This is an optimization exercise on Yosys and OpenROAD, whose aim is small area, not a production implementation.
RTL that was checked went through simulation tests only; none was proved equivalent to the original.
No functional check of the RTL was part of run 4.

`flow/flow/run.sh`:
```
#!/bin/bash
# Own layout flow: the standard layout (standard.sh, standard synthesis) with two changes
# made through ORFS variables appended to config.mk:
#  - port buffers are sky130_fd_sc_hd__buf_1 (buffer_ports -buffer_cell);
#  - clock tree synthesis without dummy loads, clkbuf_4 buffers, clusters of at most 10 sinks.
# The output of the ORFS make run goes to flow_make.log; ORFS keeps each tool's log in orfs/logs.
set -euo pipefail
cat >> config.mk <<'CFG'
export BUFFER_PORTS_ARGS = -buffer_cell sky130_fd_sc_hd__buf_1
export CTS_ARGS = -sink_clustering_enable -repair_clock_nets -dont_use_dummy_load -buf_list sky130_fd_sc_hd__clkbuf_4 -sink_clustering_size 10 -sink_clustering_max_diameter 40
CFG
bash standard.sh > flow_make.log 2>&1
```
`flow/standard.sh`:
```
#!/bin/bash
# synth_recipe.tcl (not shown) runs the flow's synth.tcl, then flattens the netlist and writes it again
# the make line also repeats each setting of config.mk as NAME=value (left out here)
make -C /OpenROAD-flow-scripts/flow DESIGN_CONFIG=/design/flow/config.mk WORK_HOME=/design/flow/orfs CLKGATE_MAP_FILE= SYNTH_SCRIPT=/design/flow/synth_recipe.tcl "${@:-finish}"
```
`flow/config.mk`:
```
export PLATFORM = sky130hd
export DESIGN_NAME = conv_top
export DESIGN_NICKNAME = conv_top
export VERILOG_FILES = /design/flow/design.v
export SDC_FILE = /design/flow/constraint.sdc
export NUM_CORES = 4
export LEC_CHECK = 0
export CAP_MARGIN = 30
export CORE_MARGIN = 2
export CORE_UTILIZATION = 65
export CTS_BUF_LIST = sky130_fd_sc_hd__clkbuf_8
export CTS_CLUSTER_DIAMETER = 50
export CTS_CLUSTER_SIZE = 15
export SLEW_MARGIN = 20
export BUFFER_PORTS_ARGS = -buffer_cell sky130_fd_sc_hd__buf_1
export CTS_ARGS = -sink_clustering_enable -repair_clock_nets -dont_use_dummy_load -buf_list sky130_fd_sc_hd__clkbuf_4 -sink_clustering_size 10 -sink_clustering_max_diameter 40
```
`flow/constraint.sdc`:
```
create_clock -name core_clock -period 12.0 [get_ports {i_clk}]
set_input_delay 2.4000 -clock core_clock [delete_from_list [all_inputs] [get_ports {i_clk}]]
set_output_delay 2.4000 -clock core_clock [all_outputs]
set_load 0.01 [all_outputs]
```
`flow/design.v`:
```
module fa (
    input  logic a,
    input  logic b,
    input  logic ci,
    output logic s,
    output logic co
);
    assign {co, s} = a + b + ci;
endmodule
module ha (
    input  logic a,
    input  logic b,
    output logic s,
    output logic co
);
    assign {co, s} = a + b;
endmodule
module counter (
    input  logic        i_clk,
    input  logic        i_arstn,
    input  logic        i_inc,
    output logic [31:0] o_count
);
    always_ff @(posedge i_clk, negedge i_arstn) begin
        if (~i_arstn)
            o_count <= 32'b0;
        else
            o_count <= o_count + {31'b0, i_inc};
    end
endmodule
module popcnt #(parameter N = 50) (
    input  logic [N-1:0] e,
    input  logic [N-1:0] o,
    output logic [7:0]   p
);
    logic s1;
    logic c2;
    logic s3;
    logic c4;
    logic s5;
    logic c6;
    logic s7;
    logic c8;
    logic s9;
    logic c10;
    logic s11;
    logic c12;
    logic s13;
    logic c14;
    logic s15;
    logic c16;
    logic s17;
    logic c18;
    logic s19;
    logic c20;
    logic s21;
    logic c22;
    logic s23;
    logic c24;
    logic s25;
    logic c26;
    logic s27;
    logic c28;
    logic s29;
    logic c30;
    logic s31;
    logic c32;
    logic s33;
    logic c34;
    logic s35;
    logic c36;
    logic s37;
    logic c38;
    logic s39;
    logic c40;
    logic s41;
    logic c42;
    logic s43;
    logic c44;
    logic s45;
    logic c46;
    logic s47;
    logic c48;
    logic s49;
    logic c50;
    logic s51;
    logic c52;
    logic s53;
    logic c54;
    logic s55;
    logic c56;
    logic s57;
    logic c58;
    logic s59;
    logic c60;
    logic s61;
    logic c62;
    logic s63;
    logic c64;
    logic s65;
    logic c66;
    logic s67;
    logic c68;
    logic s69;
    logic c70;
    logic s71;
    logic c72;
    logic s73;
    logic c74;
    logic s75;
    logic c76;
    logic s77;
    logic c78;
    logic s79;
    logic c80;
    logic s81;
    logic c82;
    logic s83;
    logic c84;
    logic s85;
    logic c86;
    logic s87;
    logic c88;
    logic s89;
    logic c90;
    logic s91;
    logic c92;
    logic s93;
    logic c94;
    logic s95;
    logic c96;
    logic s97;
    logic c98;
    logic s99;
    logic c100;
    logic s101;
    logic c102;
    logic s103;
    logic c104;
    logic s105;
    logic c106;
    logic s107;
    logic c108;
    logic s109;
    logic c110;
    logic s111;
    logic c112;
    logic s113;
    logic c114;
    logic s115;
    logic c116;
    logic s117;
    logic c118;
    logic s119;
    logic c120;
    logic s121;
    logic c122;
    logic s123;
    logic c124;
    logic s125;
    logic c126;
    logic s127;
    logic c128;
    logic s129;
    logic c130;
    logic s131;
    logic c132;
    logic s133;
    logic c134;
    logic s135;
    logic c136;
    logic s137;
    logic c138;
    logic s139;
    logic c140;
    logic s141;
    logic c142;
    logic s143;
    logic c144;
    logic s145;
    logic c146;
    logic s147;
    logic c148;
    logic s149;
    logic c150;
    logic s151;
    logic c152;
    logic s153;
    logic c154;
    logic s155;
    logic c156;
    logic s157;
    logic c158;
    logic s159;
    logic c160;
    logic s161;
    logic c162;
    logic s163;
    logic c164;
    logic s165;
    logic c166;
    logic s167;
    logic c168;
    logic s169;
    logic c170;
    logic s171;
    logic c172;
    logic s173;
    logic c174;
    logic s175;
    logic c176;
    logic s177;
    logic c178;
    logic s179;
    logic c180;
    logic s181;
    logic c182;
    logic s183;
    logic c184;
    logic s185;
    logic c186;
    logic s187;
    logic c188;
    logic s189;
    logic c190;
    logic s191;
    logic c192;
    logic s193;
    logic c194;
    logic s195;
    logic c196;
    logic s197;
    logic c198;
    logic s199;
    logic c200;
    logic s201;
    logic c202;
    logic s203;
    logic c204;
    logic s205;
    logic c206;
    logic s207;
    logic c208;
    logic s209;
    logic c210;
    logic s211;
    logic c212;
    fa u2 (.a(e[0]), .b(e[1]), .ci(e[2]), .s(s1), .co(c2));
    fa u4 (.a(e[3]), .b(e[4]), .ci(e[5]), .s(s3), .co(c4));
    fa u6 (.a(e[6]), .b(e[7]), .ci(e[8]), .s(s5), .co(c6));
    fa u8 (.a(e[9]), .b(e[10]), .ci(e[11]), .s(s7), .co(c8));
    fa u10 (.a(o[0]), .b(o[1]), .ci(o[2]), .s(s9), .co(c10));
    fa u12 (.a(o[3]), .b(o[4]), .ci(o[5]), .s(s11), .co(c12));
    fa u14 (.a(o[6]), .b(o[7]), .ci(o[8]), .s(s13), .co(c14));
    fa u16 (.a(o[9]), .b(o[10]), .ci(o[11]), .s(s15), .co(c16));
    fa u18 (.a(o[12]), .b(o[13]), .ci(o[14]), .s(s17), .co(c18));
    fa u20 (.a(o[15]), .b(o[16]), .ci(o[17]), .s(s19), .co(c20));
    fa u22 (.a(s1), .b(s3), .ci(s5), .s(s21), .co(c22));
    fa u24 (.a(s7), .b(e[12]), .ci(e[13]), .s(s23), .co(c24));
    fa u26 (.a(e[14]), .b(e[15]), .ci(e[16]), .s(s25), .co(c26));
    fa u28 (.a(e[17]), .b(e[18]), .ci(e[19]), .s(s27), .co(c28));
    fa u30 (.a(e[20]), .b(e[21]), .ci(e[22]), .s(s29), .co(c30));
    fa u32 (.a(e[23]), .b(e[24]), .ci(e[25]), .s(s31), .co(c32));
    fa u34 (.a(e[26]), .b(e[27]), .ci(e[28]), .s(s33), .co(c34));
    fa u36 (.a(s9), .b(s11), .ci(s13), .s(s35), .co(c36));
    fa u38 (.a(s15), .b(s17), .ci(s19), .s(s37), .co(c38));
    fa u40 (.a(o[18]), .b(o[19]), .ci(o[20]), .s(s39), .co(c40));
    fa u42 (.a(o[21]), .b(o[22]), .ci(o[23]), .s(s41), .co(c42));
    fa u44 (.a(o[24]), .b(o[25]), .ci(o[26]), .s(s43), .co(c44));
    fa u46 (.a(o[27]), .b(o[28]), .ci(o[29]), .s(s45), .co(c46));
    fa u48 (.a(o[30]), .b(o[31]), .ci(o[32]), .s(s47), .co(c48));
    fa u50 (.a(o[33]), .b(o[34]), .ci(o[35]), .s(s49), .co(c50));
    fa u52 (.a(o[36]), .b(o[37]), .ci(o[38]), .s(s51), .co(c52));
    fa u54 (.a(o[39]), .b(o[40]), .ci(o[41]), .s(s53), .co(c54));
    ha u56 (.a(o[42]), .b(o[43]), .s(s55), .co(c56));
    fa u58 (.a(s21), .b(s23), .ci(s25), .s(s57), .co(c58));
    fa u60 (.a(s27), .b(s29), .ci(s31), .s(s59), .co(c60));
    fa u62 (.a(s33), .b(e[29]), .ci(e[30]), .s(s61), .co(c62));
    fa u64 (.a(e[31]), .b(e[32]), .ci(e[33]), .s(s63), .co(c64));
    ha u66 (.a(e[34]), .b(e[35]), .s(s65), .co(c66));
    fa u68 (.a(s35), .b(s37), .ci(s39), .s(s67), .co(c68));
    fa u70 (.a(s41), .b(s43), .ci(s45), .s(s69), .co(c70));
    fa u72 (.a(s47), .b(s49), .ci(s51), .s(s71), .co(c72));
    fa u74 (.a(s53), .b(s55), .ci(o[44]), .s(s73), .co(c74));
    fa u76 (.a(o[45]), .b(o[46]), .ci(o[47]), .s(s75), .co(c76));
    fa u78 (.a(o[48]), .b(o[49]), .ci(c2), .s(s77), .co(c78));
    fa u80 (.a(c4), .b(c6), .ci(c8), .s(s79), .co(c80));
    fa u82 (.a(c10), .b(c12), .ci(c14), .s(s81), .co(c82));
    fa u84 (.a(c16), .b(c18), .ci(c20), .s(s83), .co(c84));
    ha u86 (.a(c36), .b(c38), .s(s85), .co(c86));
    fa u88 (.a(s57), .b(s59), .ci(s61), .s(s87), .co(c88));
    fa u90 (.a(s63), .b(s65), .ci(e[36]), .s(s89), .co(c90));
    fa u92 (.a(e[37]), .b(e[38]), .ci(e[39]), .s(s91), .co(c92));
    fa u94 (.a(s67), .b(s69), .ci(s71), .s(s93), .co(c94));
    fa u96 (.a(s73), .b(s75), .ci(s77), .s(s95), .co(c96));
    fa u98 (.a(s79), .b(c22), .ci(c24), .s(s97), .co(c98));
    fa u100 (.a(c26), .b(c28), .ci(c30), .s(s99), .co(c100));
    ha u102 (.a(c32), .b(c34), .s(s101), .co(c102));
    fa u104 (.a(s81), .b(s83), .ci(s85), .s(s103), .co(c104));
    fa u106 (.a(c40), .b(c42), .ci(c44), .s(s105), .co(c106));
    fa u108 (.a(c46), .b(c48), .ci(c50), .s(s107), .co(c108));
    fa u110 (.a(c52), .b(c54), .ci(c56), .s(s109), .co(c110));
    fa u112 (.a(c68), .b(c70), .ci(c72), .s(s111), .co(c112));
    ha u114 (.a(c74), .b(c76), .s(s113), .co(c114));
    fa u116 (.a(s87), .b(s89), .ci(s91), .s(s115), .co(c116));
    fa u118 (.a(e[40]), .b(e[41]), .ci(e[42]), .s(s117), .co(c118));
    fa u120 (.a(s93), .b(s95), .ci(s97), .s(s119), .co(c120));
    fa u122 (.a(s99), .b(s101), .ci(c58), .s(s121), .co(c122));
    fa u124 (.a(c60), .b(c62), .ci(c64), .s(s123), .co(c124));
    fa u126 (.a(s103), .b(s105), .ci(s107), .s(s125), .co(c126));
    fa u128 (.a(s109), .b(s111), .ci(s113), .s(s127), .co(c128));
    fa u130 (.a(c78), .b(c80), .ci(c94), .s(s129), .co(c130));
    ha u132 (.a(c96), .b(c98), .s(s131), .co(c132));
    fa u134 (.a(c82), .b(c84), .ci(c86), .s(s133), .co(c134));
    fa u136 (.a(c104), .b(c106), .ci(c108), .s(s135), .co(c136));
    fa u138 (.a(s115), .b(s117), .ci(e[43]), .s(s137), .co(c138));
    ha u140 (.a(e[44]), .b(e[45]), .s(s139), .co(c140));
    fa u142 (.a(s119), .b(s121), .ci(s123), .s(s141), .co(c142));
    fa u144 (.a(c66), .b(c88), .ci(c90), .s(s143), .co(c144));
    ha u146 (.a(c92), .b(c116), .s(s145), .co(c146));
    fa u148 (.a(s125), .b(s127), .ci(s129), .s(s147), .co(c148));
    fa u150 (.a(s131), .b(c100), .ci(c102), .s(s149), .co(c150));
    fa u152 (.a(c120), .b(c122), .ci(c124), .s(s151), .co(c152));
    fa u154 (.a(s133), .b(s135), .ci(c110), .s(s153), .co(c154));
    fa u156 (.a(c112), .b(c114), .ci(c126), .s(s155), .co(c156));
    fa u158 (.a(c128), .b(c130), .ci(c132), .s(s157), .co(c158));
    fa u160 (.a(s137), .b(s139), .ci(e[46]), .s(s159), .co(c160));
    fa u162 (.a(s141), .b(s143), .ci(s145), .s(s161), .co(c162));
    ha u164 (.a(c118), .b(c138), .s(s163), .co(c164));
    fa u166 (.a(s147), .b(s149), .ci(s151), .s(s165), .co(c166));
    fa u168 (.a(c142), .b(c144), .ci(c146), .s(s167), .co(c168));
    fa u170 (.a(s153), .b(s155), .ci(s157), .s(s169), .co(c170));
    fa u172 (.a(c148), .b(c150), .ci(c152), .s(s171), .co(c172));
    fa u174 (.a(c134), .b(c136), .ci(c154), .s(s173), .co(c174));
    ha u176 (.a(c156), .b(c158), .s(s175), .co(c176));
    ha u178 (.a(s159), .b(e[47]), .s(s177), .co(c178));
    fa u180 (.a(s161), .b(s163), .ci(c140), .s(s179), .co(c180));
    fa u182 (.a(s165), .b(s167), .ci(c162), .s(s181), .co(c182));
    fa u184 (.a(s169), .b(s171), .ci(c166), .s(s183), .co(c184));
    fa u186 (.a(s173), .b(s175), .ci(c170), .s(s185), .co(c186));
    ha u188 (.a(s177), .b(e[48]), .s(s187), .co(c188));
    fa u190 (.a(s179), .b(c160), .ci(c178), .s(s189), .co(c190));
    fa u192 (.a(s181), .b(c164), .ci(c180), .s(s191), .co(c192));
    fa u194 (.a(s183), .b(c168), .ci(c182), .s(s193), .co(c194));
    fa u196 (.a(s185), .b(c172), .ci(c184), .s(s195), .co(c196));
    fa u198 (.a(c174), .b(c176), .ci(c186), .s(s197), .co(c198));
    ha u200 (.a(s187), .b(e[49]), .s(s199), .co(c200));
    fa u202 (.a(s189), .b(c188), .ci(c200), .s(s201), .co(c202));
    fa u204 (.a(s191), .b(c190), .ci(c202), .s(s203), .co(c204));
    fa u206 (.a(s193), .b(c192), .ci(c204), .s(s205), .co(c206));
    fa u208 (.a(s195), .b(c194), .ci(c206), .s(s207), .co(c208));
    fa u210 (.a(s197), .b(c196), .ci(c208), .s(s209), .co(c210));
    ha u212 (.a(c198), .b(c210), .s(s211), .co(c212));
    assign p = {c212, s211, s209, s207, s205, s203, s201, s199};
endmodule
module t2b (
    input  logic [15:0] i_acc,
    input  logic [2:0]  i_cnt,
    output logic [1:0]  o_digit
);
    logic [2:0] s_d;
    assign s_d     = i_cnt + 3'd3;
    assign o_digit = i_acc[{s_d, 1'b0} +: 2];
endmodule
module serial_mul (
    input  logic i_clk,
    input  logic i_ins_e,
    input  logic i_ins_o,
    input  logic i_x,         
    input  logic i_k,         
    output logic o_x_e,       
    output logic o_x_o,       
    output logic o_k_e,       
    output logic o_k_o        
);
    logic [3:0] r_x_e, r_x_o, r_k_e, r_k_o;
    assign o_x_e = i_ins_e ? i_x : r_x_e[3];
    assign o_x_o = i_ins_o ? i_x : r_x_o[3];
    assign o_k_e = i_ins_e ? i_k : r_k_e[3];
    assign o_k_o = i_ins_o ? i_k : r_k_o[3];
    always_ff @(posedge i_clk) begin
        r_x_e <= {r_x_e[2:0], o_x_e};
        r_x_o <= {r_x_o[2:0], o_x_o};
        r_k_e <= {r_k_e[2:0], o_k_e};
        r_k_o <= {r_k_o[2:0], o_k_o};
    end
endmodule
module conv_top
#(
    parameter DATA_WIDTH  = 8,
    parameter KERNEL_SIZE = 25
)
(
    input  logic                     i_clk,
    input  logic                     i_arstn,
    input  logic                     i_arstn_perf,
    input  logic                     i_enable_count2,
    input  logic                     i_ready,
    input  logic                     i_valid,
    input  logic [KERNEL_SIZE - 1:0] i_bit_X,
    input  logic [KERNEL_SIZE - 1:0] i_bit_K,
    output logic [              1:0] o_conv,
    output logic                     o_ready,
    output logic                     o_valid,
    output logic [             31:0] o_perf_cycle_count,
    output logic [             31:0] o_perf_cycle_count2
);
    typedef enum logic [2:0] {
        IDLE       = 3'd0,
        READ       = 3'd1,
        WAIT_RES   = 3'd2,
        READ_DONE  = 3'd3,
        WRITE      = 3'd4,
        WRITE_DONE = 3'd5
    } state_t;
    state_t PS;
    state_t NS;
    logic [3:0] s_count;     
    logic       s_c2;        
    logic [1:0] s_ph;        
    logic       s_idle;
    assign s_idle = (PS == IDLE);
    always_comb begin
        NS = PS;
        case (PS)
            IDLE:       if (i_valid) NS = READ;
            READ:       NS = WAIT_RES;
            WAIT_RES:   NS = ((s_count >= 4'd5) & (s_count <= 4'd12)) ? WRITE : READ_DONE;
            READ_DONE:  if (~i_valid) NS = IDLE;
            WRITE:      if (~i_ready) NS = WRITE_DONE;
            WRITE_DONE: if (i_ready)  NS = IDLE;
            default:    NS = PS;
        endcase
    end
    always_ff @(posedge i_clk, negedge i_arstn) begin
        if (~i_arstn) begin
            PS      <= IDLE;
            s_count <= 4'd0;
            s_c2    <= 1'b0;
            s_ph    <= 2'd0;
        end
        else begin
            PS      <= NS;
            s_c2    <= (PS == WAIT_RES);
            s_ph    <= s_ph + 2'd1;
            if (s_idle & i_valid)
                s_count <= s_count + 4'd1;
        end
    end
    assign o_ready = s_idle;
    assign o_valid = (PS == WRITE);
    counter PERF1 (
        .i_clk   ( i_clk              ),
        .i_arstn ( i_arstn_perf       ),
        .i_inc   ( PS == READ         ),
        .o_count ( o_perf_cycle_count )
    );
    counter PERF2 (
        .i_clk   ( i_clk               ),
        .i_arstn ( i_arstn_perf        ),
        .i_inc   ( i_enable_count2     ),
        .o_count ( o_perf_cycle_count2 )
    );
    logic [3:0] s_bit;       
    logic       s_act;
    logic [2:0] s_col_e, s_col_o;
    logic       s_mk_e, s_mk_o, s_mx_e, s_mx_o, s_ins_e, s_ins_o;
    assign s_bit   = s_idle ? s_count : s_count - 4'd1;
    assign s_act   = (s_idle | (PS == READ) | (PS == WAIT_RES) | s_c2) & ~s_bit[3];
    assign s_col_e = {s_ph, 1'b0};
    assign s_col_o = {s_ph, 1'b1};
    assign s_mk_e  = s_act & (s_col_e <= s_bit[2:0]);
    assign s_mk_o  = s_act & (s_col_o <= s_bit[2:0]);
    assign s_mx_e  = s_act & (s_col_e <  s_bit[2:0]);
    assign s_mx_o  = s_act & (s_col_o <  s_bit[2:0]);
    assign s_ins_e = s_act & (s_col_e == s_bit[2:0]);
    assign s_ins_o = s_act & (s_col_o == s_bit[2:0]);
    logic [KERNEL_SIZE - 1:0] s_x, s_k;          
    logic [KERNEL_SIZE - 1:0] s_hold_x, s_hold_k;
    logic [KERNEL_SIZE - 1:0] s_pp_e1, s_pp_e2, s_pp_o1, s_pp_o2;
    assign s_x = s_idle ? i_bit_X : s_hold_x;
    assign s_k = s_idle ? i_bit_K : s_hold_k;
    always_ff @(posedge i_clk) begin
        s_hold_x <= s_x;
        s_hold_k <= s_k;
    end
    genvar i;
    generate
        for (i = 0; i < KERNEL_SIZE; i++) begin : serial_multipier
            logic s_tx_e, s_tx_o, s_tk_e, s_tk_o;
            serial_mul S_MUL0 (
                .i_clk   ( i_clk   ),
                .i_ins_e ( s_ins_e ),
                .i_ins_o ( s_ins_o ),
                .i_x     ( s_x[i]  ),
                .i_k     ( s_k[i]  ),
                .o_x_e   ( s_tx_e  ),
                .o_x_o   ( s_tx_o  ),
                .o_k_e   ( s_tk_e  ),
                .o_k_o   ( s_tk_o  )
            );
            assign s_pp_e1[i] = s_x[i] & s_tk_e & s_mk_e;
            assign s_pp_e2[i] = s_k[i] & s_tx_e & s_mx_e;
            assign s_pp_o1[i] = s_x[i] & s_tk_o & s_mk_o;
            assign s_pp_o2[i] = s_k[i] & s_tx_o & s_mx_o;
        end
    endgenerate
    logic [7:0] s_pop;
    popcnt #(.N(2 * KERNEL_SIZE)) POP0 (
        .e ( {s_pp_e2, s_pp_e1} ),
        .o ( {s_pp_o2, s_pp_o1} ),
        .p ( s_pop              )
    );
    logic [7:0]  s_pop_q;
    logic [3:0]  s_sh, s_sh_q;
    logic [15:0] s_acc;
    assign s_sh = s_bit + {1'b0, s_col_e};
    always_ff @(posedge i_clk, negedge i_arstn) begin
        if (~i_arstn) begin
            s_pop_q <= 8'd0;
            s_sh_q  <= 4'd0;
            s_acc   <= 16'd0;
        end
        else begin
            s_pop_q <= (s_idle & ~i_valid) ? 8'd0 : s_pop;
            s_sh_q  <= s_sh;
            s_acc   <= s_acc + ({8'd0, s_pop_q} << s_sh_q);
        end
    end
    logic [15:0] s_acc_out;
    assign s_acc_out = {s_acc[15:8],
                        s_acc[7] ^ (s_pop_q[0] & (s_sh_q == 4'd7)) ^ (s_pop[0] & (s_sh == 4'd7)),
                        s_acc[6:0]};
    t2b DIGIT0 (
        .i_acc   ( s_acc_out    ),
        .i_cnt   ( s_count[2:0] ),
        .o_digit ( o_conv       )
    );
endmodule
```
==> run summary, run 1 <==
The flow ran to the end and the layout has no timing, DRC or antenna violations. The die covers 31300 µm². The via count of the first global-routing pass came to 11900. The flop-to-flop setup slack came out at 1.16 ns. The slowest cell on the critical path is sky130_fd_sc_hd__fa_1. The register clock-pin slew on the reported worst setup and hold paths is 0.11 ns. The remaining max-slew budget at the tightest pin is 33.9%. The region available for standard cell placement spans 29600 µm². The least setup slack across all paths after layout came out at 0.460 ns. The mean instance size in the synthesized netlist came out at 11.9 µm². The number of hold violations in the final report is 0. The count of final max-slew check failures was 0.

Sequential elements use 59.4% of the synthesized area. The net count of the mapped netlist came out at 1828. The clock buffer count from CTS came out at 69. The count of max-cap constraint violations is 0. Summing every instance area after synthesis gives 19500 µm². Counting flops and latches in the post-synthesis netlist gives 552. Across the routed clock network, the largest skew measured is 0.0660 ns. In this run the clock root is driven by a sky130_fd_sc_hd__clkbuf_4.

The most instantiated flip-flop cell in the synthesis netlist is sky130_fd_sc_hd__dfxtp_1. The cell count after synthesis came out at 1637. The number of top-level pins came out at 124.

The number of antenna violations at the first check in global routing is 1. Entering global routing, the biggest net connects 65 pins. The latest clock arrival within the worst-skew pair is 0.73 ns.

The largest family of logic cells by synthesized area is adder cells. The post-route setup TNS came out at 0 ns. Hold timing on the final database bottoms out at a slack of 0.270 ns. The floorplan has 63 rows. In the routed design, unresolved DRC markers number 0. The maximum operating frequency is 86.7 MHz. The longest individual stage delay on the worst path is 0.63 ns. The congestion estimate from routability-driven global placement came to 0.884.

The width of the die is 177 µm. The number of buffers and inverters on the critical path is 5. The synthesized netlist contains 62 unique library cells. In the finished design, the share of the clock period the worst path needs comes to 96.2%. The post-synthesis xor/xnor area fraction is 3.72%. The post-synthesis simple-gate area fraction came out at 11.2%. The finished layout holds 2197 standard cells, fillers aside. The critical path data arrival time came out at 9.14 ns.

The worst setup path is launched from a flip-flop. The shortest period the worst path allows is 11.54 ns. The die outline height is 177 µm. The final global-route overflow total came out at 0. The number of design-rule violations left by the first detailed-router iteration came out at 515. The clock drives 552 sinks. The total routed wirelength came out at 39400 µm. The number of flops mapped to enable cells by yosys came out at 0.

After detailed routing, the number of vias per cell comes to 5.30. The length of the first detailed-routing pass in iterations is 7. The number of buffers on the longest clock path came out at 3.

The multiplexer area fraction after synthesis is 4.10%. The synthesized netlist devotes 12.3% of its cell area to adder and majority cells. The pin slew with the least headroom to its limit is 0.991 ns.

The post-placement cell count came out at 2120. Once detail routing completed, the nets flagged for antenna violations numbered 0. The worst slack at placement came out at 0.544 ns.

TritonCTS built the clock tree. At the worst endpoint, the required time is 9.60 ns. The count of final setup violators is 0.

The first-pass GRT wire length came out at 62400 µm. The share of final-layout standard cells stronger than drive strength 1 came out at 7.87%. The all-layer global routing usage came out at 25.9%.

The compound-cell area share of the yosys netlist is 5.07%. The async set-or-reset flop fraction in the synthesized netlist came out at 18.5%. The number of port buffers came out at 123. The path category of the worst min-delay check is reg -> reg.

The net count reported at finish came out at 1998. The maximum fanout encountered on the critical timing path is 16. The worst setup path is of the reg -> out kind. The final cell utilization of the core is 70.9%.

Dividing the detail-routed wire length by the instance count gives 17.9 µm. Setup repair after global routing left no endpoint under its margin. The routed via count came out at 11700. The area added between synthesis and finish is 7.77%.

The number of levels in the clock H-tree came out at 3. In this design, the largest share of critical-path delay is due to adder cells. The total of hold buffers inserted after clock tree synthesis came out at 0.

The endpoint type of the worst setup path is an output port. For this run, the number of Yosys warnings is 3. The starting density of the core is 65.8%. The estimated wirelength of the detail-placed design is 28200 µm. Among the stages of the critical path, the cell type that occurs most often is sky130_fd_sc_hd__fa_1.
==> cell type report <==
| type | instances | area, µm² |
|---|---|---|
| sequential | 552 | 11600 |
| fill | 2195 | 8590 |
| multi-input combinational | 885 | 7110 |
| timing repair buffer | 152 | 732 |
| inverter | 147 | 552 |
| clock buffer | 69 | 518 |
| tap | 390 | 488 |
| antenna | 2 | 5.00 |
==> state kept, by name, summed over array words and instances, names as in the netlist <==
name and count:
serial_multipier.S_MUL0.r_k_e 100, serial_multipier.S_MUL0.r_k_o 100, serial_multipier.S_MUL0.r_x_e 100, serial_multipier.S_MUL0.r_x_o 100, PERF1.o_count 32, PERF2.o_count 32
s_hold_k 25, s_hold_x 25, s_acc 16, s_pop_q 8, s_count 4, s_sh_q 4
PS 3, s_ph 2, s_c2 1
==> cells in the final DEF (no fill, tap or decap), drive strengths merged, types with 3 or more instances in the layout <==
cell type / count
a21o: 4
a21oi: 116
a31oi: 4
and3: 14
and4: 8
buf: 150
clkbuf: 71
dfrtp: 102
dfxtp: 450
fa: 94
ha: 41
inv: 146
mux2: 7
mux2i: 56
mux4: 7
nand2: 79
nand2b: 4
nand3: 29
nand3b: 15
nand4: 17
nor2: 172
nor2b: 11
nor3: 8
nor3b: 32
nor4: 5
o211ai: 4
o21ai: 21
o22ai: 4
or2: 3
or3: 4
or3b: 22
xnor2: 59
xor2: 21
==> metrics by stage <==
step,cell area [µm²]
2_1_floorplan,19500
4_1_cts,20900
5_1_grt,21000
3_3_place_gp,20300
3_5_place_dp,20300
6_report,21000
==> Yosys cell counts, drive strengths merged, types with 2 or more instances <==
cell type	instances	area, µm²
a2111o	2	22.5
a2111oi	2	17.5
a211oi	2	15.0
a21boi	2	15.0
a21o	4	30.0
a21oi	116	622
a31oi	4	25.0
and2	2	12.5
and3	14	92.6
and4	8	70.1
buf	31	178
clkbuf	22	82.6
dfrtp	102	2550
dfxtp	450	9010
fa	94	1880
ha	41	513
inv	146	548
mux2	7	78.8
mux2i	56	561
mux4	7	158
nand2	79	297
nand2b	4	25.0
nand3	29	145
nand3b	15	113
nand4	17	106
nor2	172	646
nor2b	11	68.8
nor3	8	40.0
nor3b	32	240
nor4	5	52.6
o211ai	4	35.0
o21a	2	15.0
o21ai	21	105
o22ai	4	25.0
or2	3	18.8
or3	4	30.0
or3b	22	193
xnor2	59	517
xor2	21	184
==> what timing repair did <==
item / in CTS / in global routing
cloned: 0 / 1
endpoints found under the setup margin: 1 / 1
pin swaps: 0 / 1
setup buffers: 0 / 4
gates resized for setup: 3 / 11
==> path summary, 6_finish.rpt <==
check | start | endpoint | cells past startpoint
min in group asynchronous | i_arstn | s_ph[1]$_DFF_PN0_ | 1
worst max register to register | PS[0]$_DFFE_PN0P_ | s_pop_q[6]$_DFF_PN0_ | 30
max in group asynchronous | i_arstn_perf | PERF2.o_count[22]$_DFF_PN0_ | 2
worst min register to register | serial_multipier[1].S_MUL0.r_k_e[0]$_DFF_P_ | serial_multipier[1].S_MUL0.r_k_e[1]$_DFF_P_ | 0
worst min-delay path | serial_multipier[1].S_MUL0.r_k_e[0]$_DFF_P_ | serial_multipier[1].S_MUL0.r_k_e[1]$_DFF_P_ | 0
worst max-delay path | PS[0]$_DFFE_PN0P_ | o_conv[1] | 28
==> per-layer routing <==
layer / track usage [%] / vias up / share of wire, %
met2: 42.1 / 273 / 47
met1: 34.9 / 5664 / 45
met4: 11.1 / 0 / 4.1
li1: - / 5626 / -
met3: 3.84 / 90 / 4.4
met5: 0 / - / 0
==> kinds of logic (layout without fill, tap and decap cells) <==
family | after synthesis | count (layout)
adder cells (fa/ha/maj) | 135 | 135
multiplexers | 70 | 70
AO/OA/AOI/OAI | 170 | 170
other | 0 | 2
buffers and inverters | 200 | 368
flip-flops | 552 | 552
XOR/XNOR | 81 | 81
AND/OR/NAND/NOR | 429 | 429
==> inputs of run 2 (changes only) <==
==> flow/flow/run.sh (replaced) <==
#!/bin/bash
# Own layout flow: the standard layout (standard.sh, standard synthesis) with two changes
# made through ORFS variables appended to config.mk:
#  - port buffers are sky130_fd_sc_hd__buf_1 (buffer_ports -buffer_cell);
#  - power recovery (downsizing) after global routing;
#  - clock tree synthesis without dummy loads, clkbuf_8 buffers, clusters of at most 15 sinks.
# The output of the ORFS make run goes to flow_make.log; ORFS keeps each tool's log in orfs/logs.
set -euo pipefail
cat >> config.mk <<'CFG'
export BUFFER_PORTS_ARGS = -buffer_cell sky130_fd_sc_hd__buf_1
export CTS_ARGS = -sink_clustering_enable -repair_clock_nets -dont_use_dummy_load -buf_list sky130_fd_sc_hd__clkbuf_8 -sink_clustering_size 15 -sink_clustering_max_diameter 50
export RECOVER_POWER = 100
CFG
bash standard.sh > flow_make.log 2>&1
--- a/flow/config.mk
+++ b/flow/config.mk
@@ -13,4 +13,5 @@
 export CTS_CLUSTER_SIZE = 15
 export SLEW_MARGIN = 20
 export BUFFER_PORTS_ARGS = -buffer_cell sky130_fd_sc_hd__buf_1
-export CTS_ARGS = -sink_clustering_enable -repair_clock_nets -dont_use_dummy_load -buf_list sky130_fd_sc_hd__clkbuf_4 -sink_clustering_size 10 -sink_clustering_max_diameter 40
+export CTS_ARGS = -sink_clustering_enable -repair_clock_nets -dont_use_dummy_load -buf_list sky130_fd_sc_hd__clkbuf_8 -sink_clustering_size 15 -sink_clustering_max_diameter 50
+export RECOVER_POWER = 100
==> run 2 against run 1 <==
Effect of this change: now fails the layout checks on capacitance limit, slew limit; first-iteration DRC count grew 20%; clock-buffer cell count is 22 lower; cell count fell by 1.3%; critical path type unchanged; largest cell class unchanged; highest routed layer unchanged.
==> run summary, run 2 <==
The first global-routing pass estimated 62000 µm of wire. The post-synthesis instance total came out at 1637. The average wire per standard cell came out at 17.9 µm. The count of max-cap constraint violations is 2. The number of diodes came out at 0.

TritonCTS built the clock tree. Headroom to the max-slew limit came out at -122%. The pin count of the biggest net entering global routing is 65. The critical path in this run is classified as reg -> out. The critical path data arrival time is 8.98 ns. The number of hold violations in the final report is 0. The share of final-layout standard cells stronger than drive strength 1 came out at 4.89%. The latest clock arrival within the worst-skew pair came out at 0.62 ns. STA classifies the critical path endpoint as an output port. The number of buffers on the longest clock path came out at 3. STA classifies the critical path startpoint as a flip-flop. In the routed layout, each cell is associated on average with a via count of 5.30. Setup repair after global routing left no endpoint under its margin.

In this run, the number of DRC markers left after iteration 0 of detailed routing was 617. The region available for standard cell placement spans 29600 µm². Post-CTS timing repair inserted 0 buffers for setup. The die is 177 µm wide. The clock buffer count from CTS is 47. The async set-or-reset flop fraction in the synthesized netlist is 18.5%. A clean result was blocked by capacitance limit, slew limit. In the layout the commonest cells are sky130_fd_sc_hd__dfxtp_1 (450), sky130_fd_sc_hd__nor2_1 (172), sky130_fd_sc_hd__inv_1 (146), sky130_fd_sc_hd__buf_1 (120), sky130_fd_sc_hd__a21oi_1 (113). Counting distinct cell types in the post-synthesis netlist gives 62.

The tightest min-delay check is of the reg -> reg type. The run finished, with violations left. The filler cell count in the final layout came out at 2190.

The estimated wirelength of the detail-placed design came out at 28200 µm. The final global-route overflow total is 0. The cell with the most instances after synthesis is sky130_fd_sc_hd__dfxtp_1.

The all-layer global routing usage came out at 25.7%. The worst clock skew came out at 0.0801 ns. The maximum operating frequency came out at 87.8 MHz.

After clock tree synthesis, the clock-pin slew on the worst setup and hold paths is 0.09 ns. The mean instance size in the synthesized netlist is 11.9 µm². For this run, the number of Yosys warnings is 3. After synthesis the cells add up to 19500 µm². The via count of the first global-routing pass came out at 11800. The longest individual stage delay on the worst path came out at 0.56 ns.

For the worst flop-to-flop path, the logic depth is 30. The worst register-to-register path has a setup slack of 0.69 ns. The number of port buffers came out at 123. In the final layout, the multi-input gates occupy 7060 µm². In this run the worst setup path terminates at o_conv[1].

The most frequent cell on the critical path is sky130_fd_sc_hd__fa_1. After synthesis the netlist holds a flip-flop and latch count of 552. After routing, the total negative slack on setup checks comes to 0 ns. The critical path required time came out at 9.60 ns.

The area added between synthesis and finish is 7.54%. The number of top-level pins came out at 124. The post-cts repair resize count is 1. The row count came out at 63. In this run the critical register-to-register path is launched from PS[1]$_DFFE_PN0P_. The net count of the mapped netlist is 1828. The weighted congestion reported at the end of routability-driven placement is 0.884. Tracing the worst setup path back leads to its startpoint at PS[1]$_DFFE_PN0P_. The largest individual stage delay along the critical path comes from the cell sky130_fd_sc_hd__fa_1.

The net count reported at finish is 1971. Ranked by total cell area, the synthesized netlist is headed by sky130_fd_sc_hd__dfxtp_1 (46%), sky130_fd_sc_hd__dfrtp_1 (13%), sky130_fd_sc_hd__fa_1 (9.7%), sky130_fd_sc_hd__nor2_1 (3.3%), sky130_fd_sc_hd__mux2i_1 (2.9%). The count of final max-slew check failures is 99. The number of antenna violations at the first check in global routing is 0. The root buffer selected by CTS is sky130_fd_sc_hd__clkbuf_8.

The final layout contains routed wiring with a total length of 38900 µm. The die outline height is 177 µm. The starting density of the core came out at 65.8%. The worst min-delay path startpoint is serial_multipier[6].S_MUL0.r_k_e[1]$_DFF_P_. The pin slew with the least headroom to its limit came out at 3.33 ns. The count of nets left with antenna violations once routing finished came out at 0. The reg-to-reg critical path endpoint is s_pop_q[6]$_DFF_PN0_. The routed via count came out at 11500.

For this design, the CTS-stage hold fixing added 0 buffers. The detailed-route DRC error count is 0. Sequential cells were found to cover 59.4% of the synthesized design area.

The count of final setup violators is 0. The number of flops mapped to enable cells by yosys came out at 0. The routed length on met1 came out at 17400 µm. The floorplan step defined a die boundary enclosing 31300 µm². After detailed routing, the met3 layer carries 1700 µm of wire. In the synthesized netlist the dominant register cell turns out to be sky130_fd_sc_hd__dfxtp_1. The worst hold slack came out at 0.300 ns. The number of levels in the clock H-tree is 2. The number of sinks on the clock net came out at 552. The highest routed metal layer is met4. The biggest area consumer among synthesized cells is sky130_fd_sc_hd__dfxtp_1.

The length of the first detailed-routing pass in iterations came out at 5. The ratio of final minimum period to clock period came out at 94.9%. The routed length on met2 came out at 18400 µm. Along the worst path, the maximum fanout reaches 57.

In the final layout, flip-flops and latches occupy 11600 µm². The shortest period the worst path allows came out at 11.38 ns. After synthesis, the largest area contributor takes up 46.3% of total cell area. The library cell used most frequently in the layout, excluding fill and tap cells, is sky130_fd_sc_hd__dfxtp_1. The commonest cells after synthesis are sky130_fd_sc_hd__dfxtp_1 (450), sky130_fd_sc_hd__nor2_1 (172), sky130_fd_sc_hd__inv_1 (145).
run 2: cell counts after synthesis:
Identical to the previous run, type by type.
run 2: cell type report:
cell class | instances | area share (%)
Timing Repair Buffer | 147 | 2.94
Clock buffer | 47 | 3.09
Sequential cell | 552 | 55.2
Inverter | 147 | 2.64
Tap cell | 390 | 2.33
Multi-Input combinational cell | 885 | 33.7
run 2: routing by layer:
metal  up-vias  GRT usage (%)
met4         0           10.0
met2       265           42.3
met1      5601           34.6
met5         -              0
li1       5556              -
met3        76           4.02
run 2: how the worst min path moves through the flow:
stage | endpoint | slack (ns) | depth (start not counted)
final | serial_multipier[6].S_MUL0.r_k_e[2]$_DFF_P_ | 0.30 | 0
after floorplan | serial_multipier[0].S_MUL0.r_k_e[1]$_DFF_P_ | 0.31 | 0
after detailed placement | serial_multipier[0].S_MUL0.r_x_o[3]$_DFF_P_ | 0.31 | 0
after global routing | serial_multipier[6].S_MUL0.r_k_e[2]$_DFF_P_ | 0.30 | 0
after CTS | serial_multipier[6].S_MUL0.r_k_e[2]$_DFF_P_ | 0.30 | 0
after global placement | serial_multipier[4].S_MUL0.r_k_o[2]$_DFF_P_ | 0.31 | 0
run 2: through the flow:
stage | setup WS (ns) | cell area [µm²] | util [%] | instances
2_1_floorplan | 1.37 | 19500 | - | 1637
3_3_place_gp | 0.733 | 20300 | 68.8 | 2120
3_5_place_dp | 0.544 | 20300 | 68.8 | 2120
4_1_cts | 0.0539 | 21000 | 71.0 | 2167
5_1_grt | 0.116 | 20900 | 70.8 | 2168
6_report | 0.616 | 20900 | 70.8 | 2168
run 2: critical path: cells and delay by family (launching register included):
family	cells	cell delay [ns]
xor gates and xnor gates	1	0.10
adders and majority gates	10	4.24
buffers and inverters	7	1.25
and+or+nand+nor	7	1.65
AOI/OAI and AO/OA	4	0.64
DFF	1	0.50
run 2: cells by family (layout without fill, tap and decap cells):
group,Yosys count,in the layout,share of synthesized area (%)
simple gates,429,429,11.2
xor+xnor,81,81,3.72
flops,552,552,59.4
buf+inv,200,341,4.17
compound gates,170,170,5.07
fa+ha+maj,135,135,12.3
mux,70,70,4.10
==> inputs of run 3 (changes only) <==
==> flow/flow/run.sh (replaced) <==
#!/bin/bash
# Own layout flow: the standard layout (standard.sh, standard synthesis) with two changes
# made through ORFS variables appended to config.mk:
#  - port buffers are sky130_fd_sc_hd__buf_1 (buffer_ports -buffer_cell);
#  - clock tree synthesis without dummy loads, clkbuf_8 buffers, clusters of at most 15 sinks.
# The output of the ORFS make run goes to flow_make.log; ORFS keeps each tool's log in orfs/logs.
set -euo pipefail
cat >> config.mk <<'CFG'
export BUFFER_PORTS_ARGS = -buffer_cell sky130_fd_sc_hd__buf_1
export CTS_ARGS = -sink_clustering_enable -repair_clock_nets -dont_use_dummy_load -buf_list sky130_fd_sc_hd__clkbuf_8 -sink_clustering_size 15 -sink_clustering_max_diameter 50
CFG
bash standard.sh > flow_make.log 2>&1
--- a/flow/config.mk
+++ b/flow/config.mk
@@ -14,4 +14,3 @@
 export SLEW_MARGIN = 20
 export BUFFER_PORTS_ARGS = -buffer_cell sky130_fd_sc_hd__buf_1
 export CTS_ARGS = -sink_clustering_enable -repair_clock_nets -dont_use_dummy_load -buf_list sky130_fd_sc_hd__clkbuf_8 -sink_clustering_size 15 -sink_clustering_max_diameter 50
-export RECOVER_POWER = 100
==> run 3 against run 2 <==
Effect of this change: the run now finishes clean; critical endpoint unchanged; clock skew hardly changed.
==> run summary, run 3 <==
The flow ran to the end and the layout has no timing, DRC or antenna violations. The pin slew with the least headroom to its limit is 0.984 ns. In this design, the stage delay of the slowest critical-path cell is 0.56 ns. For the final database, setup skew stands at 0.0805 ns.

The multi-input combinational cells in the finished layout cover a total of 7110 µm². The maximum fanout encountered on the critical timing path came out at 57. Measured against its own limit, the worst slew margin works out to 34.4%. The register bit total from synthesis is 552. Once the floorplan was initialized, standard cells occupied 65.8% of the core.

The most frequent cell on the critical path is sky130_fd_sc_hd__fa_1. The placed instances occupy a cell area of 20300 µm². The most used flip-flop cell after synthesis is sky130_fd_sc_hd__dfxtp_1. The number of design-rule violations left by the first detailed-router iteration is 597. Measured along the x axis, the die boundary spans 177 µm.

The latest clock arrival within the worst-skew pair is 0.62 ns. By startpoint and endpoint, the worst setup path is classified as reg -> out. The mean instance size in the synthesized netlist came out at 11.9 µm². In this run, synthesis inferred 0 flip-flops with an integrated enable. The average wire per standard cell came out at 18.0 µm.

The mapped netlist covers 19500 µm². The number of sinks on the clock net came out at 552. The estimated wirelength of the detail-placed design is 28200 µm. The post-placement cell count is 2120. The biggest area consumer among synthesized cells is sky130_fd_sc_hd__dfxtp_1.

The shortest period the worst path allows came out at 11.41 ns. By count the netlist is led by sky130_fd_sc_hd__dfxtp_1 (450), sky130_fd_sc_hd__nor2_1 (172), sky130_fd_sc_hd__inv_1 (145).

The detailed-route DRC error count came out at 0. The library cell used most frequently in the layout, excluding fill and tap cells, is sky130_fd_sc_hd__dfxtp_1. Summing all flip-flop and latch instances after layout gives 11600 µm². The global routing usage on met1 came out at 34.6%. The worst hold slack came out at 0.300 ns. The critical path required time came out at 9.60 ns. The share of final-layout standard cells stronger than drive strength 1 came out at 6.36%.

In this run the tool buffered the top-level ports with 123 buffer cells. The number of hold violations in the final report is 0. The count of final max-slew check failures came out at 0.

The area added between synthesis and finish is 8.11%. Wires add up to 38900 µm. The post-route setup TNS came out at 0 ns. The post-synthesis instance total came out at 1637. 0 antenna diodes ended up in the layout. The area share of the leading cell type in the synthesized netlist is 46.3%.

In the layout the commonest cells are sky130_fd_sc_hd__dfxtp_1 (450), sky130_fd_sc_hd__nor2_1 (172), sky130_fd_sc_hd__inv_1 (145), sky130_fd_sc_hd__buf_1 (121), sky130_fd_sc_hd__a21oi_1 (105). The TritonCTS clock tree is yes. The core area came out at 29600 µm². The number of buffers on the longest clock path is 3. The count of nets left with antenna violations once routing finished came out at 0.

The floorplan step defined a die boundary enclosing 31300 µm². The H-tree generated during clock tree synthesis spans 2 levels. The filler cell count in the final layout came out at 2162. The detailed router placed 11500 vias in this run. The net count of the mapped netlist is 1828. After routing the design area is 21000 µm². After synthesis, the cell types taking the most area are sky130_fd_sc_hd__dfxtp_1 (46%), sky130_fd_sc_hd__dfrtp_1 (13%), sky130_fd_sc_hd__fa_1 (9.7%), sky130_fd_sc_hd__nor2_1 (3.3%), sky130_fd_sc_hd__mux2i_1 (2.9%). Summed over all layers, the global routing overflow is 0. The net count reported at finish is 1971. STA classifies the critical path startpoint as a flip-flop. The register clock-pin slew on the reported worst setup and hold paths came out at 0.09 ns. Setup repair after global routing left no endpoint under its margin.

The flop-to-flop setup slack came out at 1.07 ns. Excluding fillers, the count of instances in the completed layout stands at 2168. The worst path uses 95.1% of the clock period. The Yosys step of the flow raised 3 warnings.

The first-pass GRT wire length came out at 62000 µm. The count of final setup violators is 0. The length of the first detailed-routing pass in iterations is 5.

The tree is rooted in a sky130_fd_sc_hd__clkbuf_8. The number of distinct standard cells referenced by the synthesized netlist came out at 62. The number of antenna violations at the first check in global routing is 0.

The critical path data arrival time is 9.01 ns. The via count of the first global-routing pass came out at 11800. The async set-or-reset flop fraction in the synthesized netlist is 18.5%. The met2 routing resource usage after global routing is 42.3%. The pin count of the biggest net entering global routing is 65. The die outline height came out at 177 µm. Static timing analysis puts the maximum clock frequency at 87.6 MHz. The weighted congestion reported at the end of routability-driven placement is 0.884. The slowest cell on the critical path is sky130_fd_sc_hd__fa_1. The sequential share of the synthesized area is 59.4%. Global routing used 25.7% of the available tracks. In this run the worst hold path is classified as reg -> reg.

The routed via count divided by cell count came out at 5.29. Yosys instantiated no cell more often than sky130_fd_sc_hd__dfxtp_1. For met3 alone, demand over resource in global routing was 4.02%. The row count is 63. The clock buffer count from CTS is 47.

During I/O placement, the number of pins put on the boundary was 124. The count of max-cap constraint violations came out at 0. STA classifies the critical path endpoint as an output port.

In this run the most used layer during global routing was met2.
run 3: worst max-delay path, delay by kind of cell (launching register included):
kind            cells  cell delay (ns)
fa+ha+maj          10             4.11
simple gates        8             1.76
buf+inv             6             1.10
compound gates      4             0.84
flops               1             0.50
xor+xnor            1             0.10
run 3: worst paths after layout:
check,start,to,depth (start not counted)
worst max register to register,PS[1]$_DFFE_PN0P_,s_pop_q[6]$_DFF_PN0_,30
max in group asynchronous,i_arstn_perf,PERF2.o_count[22]$_DFF_PN0_,2
worst min register to register,serial_multipier[6].S_MUL0.r_k_e[1]$_DFF_P_,serial_multipier[6].S_MUL0.r_k_e[2]$_DFF_P_,0
min in group asynchronous,i_arstn,s_ph[1]$_DFF_PN0_,1
worst max-delay path,PS[1]$_DFFE_PN0P_,o_conv[1],29
worst min-delay path,serial_multipier[6].S_MUL0.r_k_e[1]$_DFF_P_,serial_multipier[6].S_MUL0.r_k_e[2]$_DFF_P_,0
run 3: per-layer routing:
| layer | part of all wire, % | up-vias |
|---|---|---|
| li1 | - | 5554 |
| met1 | 45 | 5611 |
| met2 | 47 | 236 |
| met3 | 4.2 | 73 |
| met4 | 3.6 | 0 |
| met5 | 0 | - |
run 3: cell families after synthesis:
group	count (synthesis)	synth area share, %
AO/OA/AOI/OAI	170	5.07
XOR/XNOR	81	3.72
adder cells (fa/ha/maj)	135	12.3
buffers and inverters	200	4.17
flip-flops	552	59.4
multiplexers	70	4.10
AND/OR/NAND/NOR	429	11.2
run 3: final cells by class:
type,instances,area share (%)
multi-input cells,885,33.8
well taps,390,2.32
repair buffers,147,3.24
clock buffers,47,3.07
flip-flops and latches,552,55.0
inverters,147,2.62
run 3: through the flow:
| step | utilization, % | worst slack, ns |
|---|---|---|
| floorplan | - | 1.37 |
| global placement | 68.8 | 0.733 |
| detailed placement | 68.8 | 0.544 |
| CTS | 71.0 | 0.0539 |
| global route | 71.2 | 0.0741 |
| finish | 71.2 | 0.586 |
run 3: what timing repair did:
item,4_1_cts,5_1_grt
hold buffers,0,0
buffers inserted,0,0
gates resized for setup,1,9
endpoints found under the setup margin,1,1
==> inputs of run 4 (changes only) <==
--- a/flow/design.v
+++ b/flow/design.v
@@ -21,11 +21,20 @@
     input  logic        i_inc,
     output logic [31:0] o_count
 );
+    logic [32:0] s_c;
+    logic [31:0] s_next;
+    assign s_c[0] = i_inc;
+    genvar j;
+    generate
+        for (j = 0; j < 32; j++) begin : inc
+            ha HA0 (.a(o_count[j]), .b(s_c[j]), .s(s_next[j]), .co(s_c[j + 1]));
+        end
+    endgenerate
     always_ff @(posedge i_clk, negedge i_arstn) begin
         if (~i_arstn)
             o_count <= 32'b0;
         else
-            o_count <= o_count + {31'b0, i_inc};
+            o_count <= s_next;
     end
 endmodule
 module popcnt #(parameter N = 50) (
@@ -514,7 +523,17 @@
     logic [7:0]  s_pop_q;
     logic [3:0]  s_sh, s_sh_q;
     logic [15:0] s_acc;
+    logic [15:0] s_addend, s_acc_next;
+    logic [16:0] s_acc_c;
     assign s_sh = s_bit + {1'b0, s_col_e};
+    assign s_addend = {8'd0, s_pop_q} << s_sh_q;
+    assign s_acc_c[0] = 1'b0;
+    genvar j;
+    generate
+        for (j = 0; j < 16; j++) begin : acc_add
+            fa FA0 (.a(s_acc[j]), .b(s_addend[j]), .ci(s_acc_c[j]), .s(s_acc_next[j]), .co(s_acc_c[j + 1]));
+        end
+    endgenerate
     always_ff @(posedge i_clk, negedge i_arstn) begin
         if (~i_arstn) begin
             s_pop_q <= 8'd0;
@@ -524,7 +543,7 @@
         else begin
             s_pop_q <= (s_idle & ~i_valid) ? 8'd0 : s_pop;
             s_sh_q  <= s_sh;
-            s_acc   <= s_acc + ({8'd0, s_pop_q} << s_sh_q);
+            s_acc   <= s_acc_next;
         end
     end
     logic [15:0] s_acc_out;
==> run 4 against run 3 <==
Effect of this change: critical endpoint unchanged; largest cell class unchanged; highest routed layer unchanged; synthesized cell count is 1.6% lower; non-clock buffer count up 2; still clean.
==> run summary, run 4 <==
The maximum operating frequency came out at 89.0 MHz. The number of port buffers is 123. The post-route setup TNS is 0 ns. Ranked by total cell area, the synthesized netlist is headed by sky130_fd_sc_hd__dfxtp_1 (45%), sky130_fd_sc_hd__dfrtp_1 (13%), sky130_fd_sc_hd__fa_1 (11%), sky130_fd_sc_hd__ha_1 (5.5%), sky130_fd_sc_hd__buf_4 (2.5%).

The number of buffers inserted by post-CTS setup repair came out at 0. The synthesized design devotes to its leading area cell type 45.3% of total area. The number of top-level pins came out at 124. The first-pass GRT wire length came out at 62600 µm. The routed length on met1 came out at 17800 µm. The most instantiated flip-flop cell in the synthesis netlist is sky130_fd_sc_hd__dfxtp_1.

The worst clock skew came out at 0.0669 ns. The path depth of the worst reg2reg path is 33. The share of final-layout standard cells stronger than drive strength 1 is 8.22%.

The width of the die is 179 µm. The worst setup path is of the reg -> out kind. The routed via count divided by cell count is 5.32.

The repair_antennas step left the layout with diodes totalling 0. The total length of routed met3 wires came out at 2050 µm. The weighted congestion reported at the end of routability-driven placement is 0.918.

The ratio of final minimum period to clock period came out at 93.6%. The largest delay contributor family on the critical path is adder cells. The run finished with no timing, DRC or antenna violations. The first TritonRoute pass finished after 5 iterations.

The mean instance size in the synthesized netlist is 12.3 µm². The area added between synthesis and finish came out at 5.51%. The area used by multi-input combinational logic came out at 7100 µm². The estimated wirelength of the detail-placed design is 29800 µm. In the synthesized netlist the async set-or-reset flop fraction comes to 18.5%. The number of design-rule violations left by the first detailed-router iteration is 810. The most frequent cell on the critical path is sky130_fd_sc_hd__fa_1. The count of final max-slew check failures is 0.

Counting flops with a built-in enable in the synthesized netlist gives 0. On the worst path, the slowest cell contributes a delay of 0.64 ns. Setup repair after global routing left no endpoint under its margin. After detailed routing, the average wire length per cell comes to 19.5 µm. The cell with the most instances after synthesis is sky130_fd_sc_hd__dfxtp_1. The post-synthesis xor/xnor area fraction is 0.573%. The H-tree generated during clock tree synthesis spans 2 levels. The library cell used most frequently in the layout, excluding fill and tap cells, is sky130_fd_sc_hd__dfxtp_1. Counting every instance in the synthesized netlist gives 1611. Buffers inserted to repair hold after CTS numbered 0. The register clock-pin slew on the reported worst setup and hold paths is 0.08 ns. The register bit total from synthesis is 552. The number of hold violations in the final report was 0.

After synthesis, the largest family of logic cells by area is adder cells. The critical path data arrival time came out at 8.84 ns. By count the netlist is led by sky130_fd_sc_hd__dfxtp_1 (450), sky130_fd_sc_hd__inv_1 (125), sky130_fd_sc_hd__fa_1 (107). The maximum fanout encountered on the critical timing path came out at 30.

The starting density of the core is 65.5%. TritonCTS built the clock tree. The area of the die came out at 32000 µm².

The sequential share of the synthesized area came out at 58.1%. The cell area that synthesis handed to floorplanning was 19900 µm². The routed via count is 11000. The final global-route overflow total is 0. The least setup slack across all paths after layout came out at 0.763 ns.

Measured against its own limit, the worst slew margin works out to 41.7%. The worst register-to-register path begins at PS[1]$_DFFE_PN0P_. Summing the areas of all compound-gate instances in the mapped netlist gives 6.15% of the synthesized area.

Counting distinct cell types in the post-synthesis netlist gives 53. At the later pin of the worst-skew pair, clock insertion delay measures 0.59 ns. The number of antenna violations at the first check in global routing came out at 0. The number of nets handed over by synthesis was 1861. The register area is 11600 µm². For this run, the number of Yosys warnings is 3.

The critical path required time is 9.60 ns. The region available for standard cell placement spans 30300 µm². The pin slew with the least headroom to its limit came out at 0.866 ns.

The number of cells on the worst hold path is 0. The worst setup path is captured at an output port. The net count reported at finish came out at 1931.

The pin count of the biggest net entering global routing is 53. The final cell utilization of the core is 69.1%.

Summing the areas of all and, or, nand and nor instances in the mapped netlist gives 8.58% of the synthesized area. The count of non-filler cells in the finished layout is 2075. The portion of synthesized area spent on multiplexers is 3.95%. In this run the critical register-to-register path is captured at s_pop_q[6]$_DFF_PN0_. The routed length on met2 is 19200 µm. In this run the top signal layer used is met4.

The flop-to-flop setup slack is 0.97 ns. On the critical path, the stage with the largest delay is an instance of sky130_fd_sc_hd__fa_1. The worst slack at placement came out at 0.929 ns.

sky130_fd_sc_hd__dfxtp_1 takes more of the synthesized area than any other cell. The worst min-delay path startpoint is serial_multipier[22].S_MUL0.r_k_o[1]$_DFF_P_. The path category of the worst min-delay check is reg -> reg. STA classifies the critical path startpoint as a flip-flop. The filler cell count in the final layout came out at 2272.

Summing the areas of all fa, ha and maj instances in the mapped netlist gives 16.2% of the synthesized area. The die is 179 µm tall. Setup violations remaining at the end of the flow were counted as 0.

The all-layer global routing usage came out at 26.2%. The number of buffers on the longest clock path came out at 3. The library cells used most frequently in the layout, excluding fill and tap cells, are sky130_fd_sc_hd__dfxtp_1 (450), sky130_fd_sc_hd__inv_1 (124), sky130_fd_sc_hd__buf_1 (121), sky130_fd_sc_hd__fa_1 (107), sky130_fd_sc_hd__dfrtp_1 (102). The number of buffers and inverters on the critical path came out at 8.

The row count is 64. The clock buffer count from CTS came out at 47. The count of max-cap constraint violations came out at 0.

In this run the clock root is driven by a sky130_fd_sc_hd__clkbuf_8. The shortest period the worst path allows is 11.24 ns. The number of gates resized after CTS was 0. The number of antenna-violating nets in the routed design is 0. The path with the worst hold slack has its endpoint at serial_multipier[22].S_MUL0.r_k_o[2]$_DFF_P_. The detailed-route DRC error count is 0. The via count of the first global-routing pass came out at 11200. The total routed wirelength is 40400 µm.

Counting tap cells, the placed design contains a total of 2026 instances. The number of sinks on the clock net came out at 552.
## run 4: cell types whose count changed in the layout (fill, tap and decap cells not counted), moves of 18 or more
cell and change:
sky130_fd_sc_hd__ha_1 +47, sky130_fd_sc_hd__a21oi_1 -67, sky130_fd_sc_hd__inv_1 -21, sky130_fd_sc_hd__o21ai_0 +19, sky130_fd_sc_hd__xnor2_1 -52, sky130_fd_sc_hd__nor2_1 -84
sky130_fd_sc_hd__mux2i_1 -18, sky130_fd_sc_hd__mux2_2 +21, sky130_fd_sc_hd__a21o_1 +21, sky130_fd_sc_hd__nor3b_1 -28, sky130_fd_sc_hd__or3b_1 -21, sky130_fd_sc_hd__nand3_1 +25
## run 4: per-stage QoR
stage / hold slack, ns / area [µm²]
2_1_floorplan: 0.310 / 19900
3_3_place_gp: 0.310 / 20300
3_5_place_dp: 0.312 / 20300
4_1_cts: 0.305 / 20900
5_1_grt: 0.314 / 21000
6_report: 0.295 / 21000
## run 4: cell families after synthesis
group                      Yosys count
and+or+nand+nor                    342
buffers and inverters              253
xor gates and xnor gates            13
AOI/OAI and AO/OA                  187
adders and majority gates          194
DFF                                552
muxes                               70
## run 4: cell type report
cell class                 instances  share of cell area, %
tap                              396                   2.36
clock buffer                      47                   3.08
multi-input combinational        806                   33.8
inverter                         125                   2.24
sequential                       552                   55.1
timing repair buffer             149                   3.36
## run 4: metal layers
metal	global-route usage, %	up-vias
met5	0	-
met1	35.1	5369
met4	9.35	0
met2	43.4	289
met3	4.22	74
li1	-	5302
## run 4: worst max-delay path by stage
stage,start,to,cells past startpoint
detailed placement,PS[1]$_DFFE_PN0P_,s_pop_q[6]$_DFF_PN0_,33
finish,PS[1]$_DFFE_PN0P_,o_conv[1],29
global placement,i_bit_K[7],o_conv[1],22
global route,PS[1]$_DFFE_PN0P_,o_conv[1],31
CTS,PS[1]$_DFFE_PN0P_,o_conv[1],26
floorplan,PS[1]$_DFFE_PN0P_,s_pop_q[6]$_DFF_PN0_,35
## run 4: worst register-to-register path: cells and delay by family, from the launching register on
kind / cells / cell delay (ns)
AOI/OAI and AO/OA: 2 / 0.56
adders and majority gates: 16 / 7.02
buffers and inverters: 9 / 1.02
DFF: 1 / 0.54
and+or+nand+nor: 6 / 1.77

afterwards: timing with drivers on the ports:
No port has a modelled driver above. Below, the same layouts with a new extraction and two added sets of constraints. Step 1 assumes that a clkbuf_16 drives the clock port and a buf_2 every other input. Step 2, shift: input delay + t, output delay - t, t = (earliest + latest rising clock arrival at the registers) / 2. This alone moves slack from input paths to output paths. a / b / c = ideal / step 1 / step 2; a / b = the first two.
run | shift t [ns] | setup WS [ns] | worst register clock-pin slew, ns
run 1 | 0.720 | 0.460 / 0.409 / 0.862 | 0.11 / 0.11
run 2 | 0.619 | 0.616 / 0.567 / 0.694 | 0.09 / 0.09
run 3 | 0.619 | 0.586 / 0.535 / 0.867 | 0.09 / 0.09
run 4 | 0.611 | 0.763 / 0.713 / 0.972 | 0.09 / 0.09
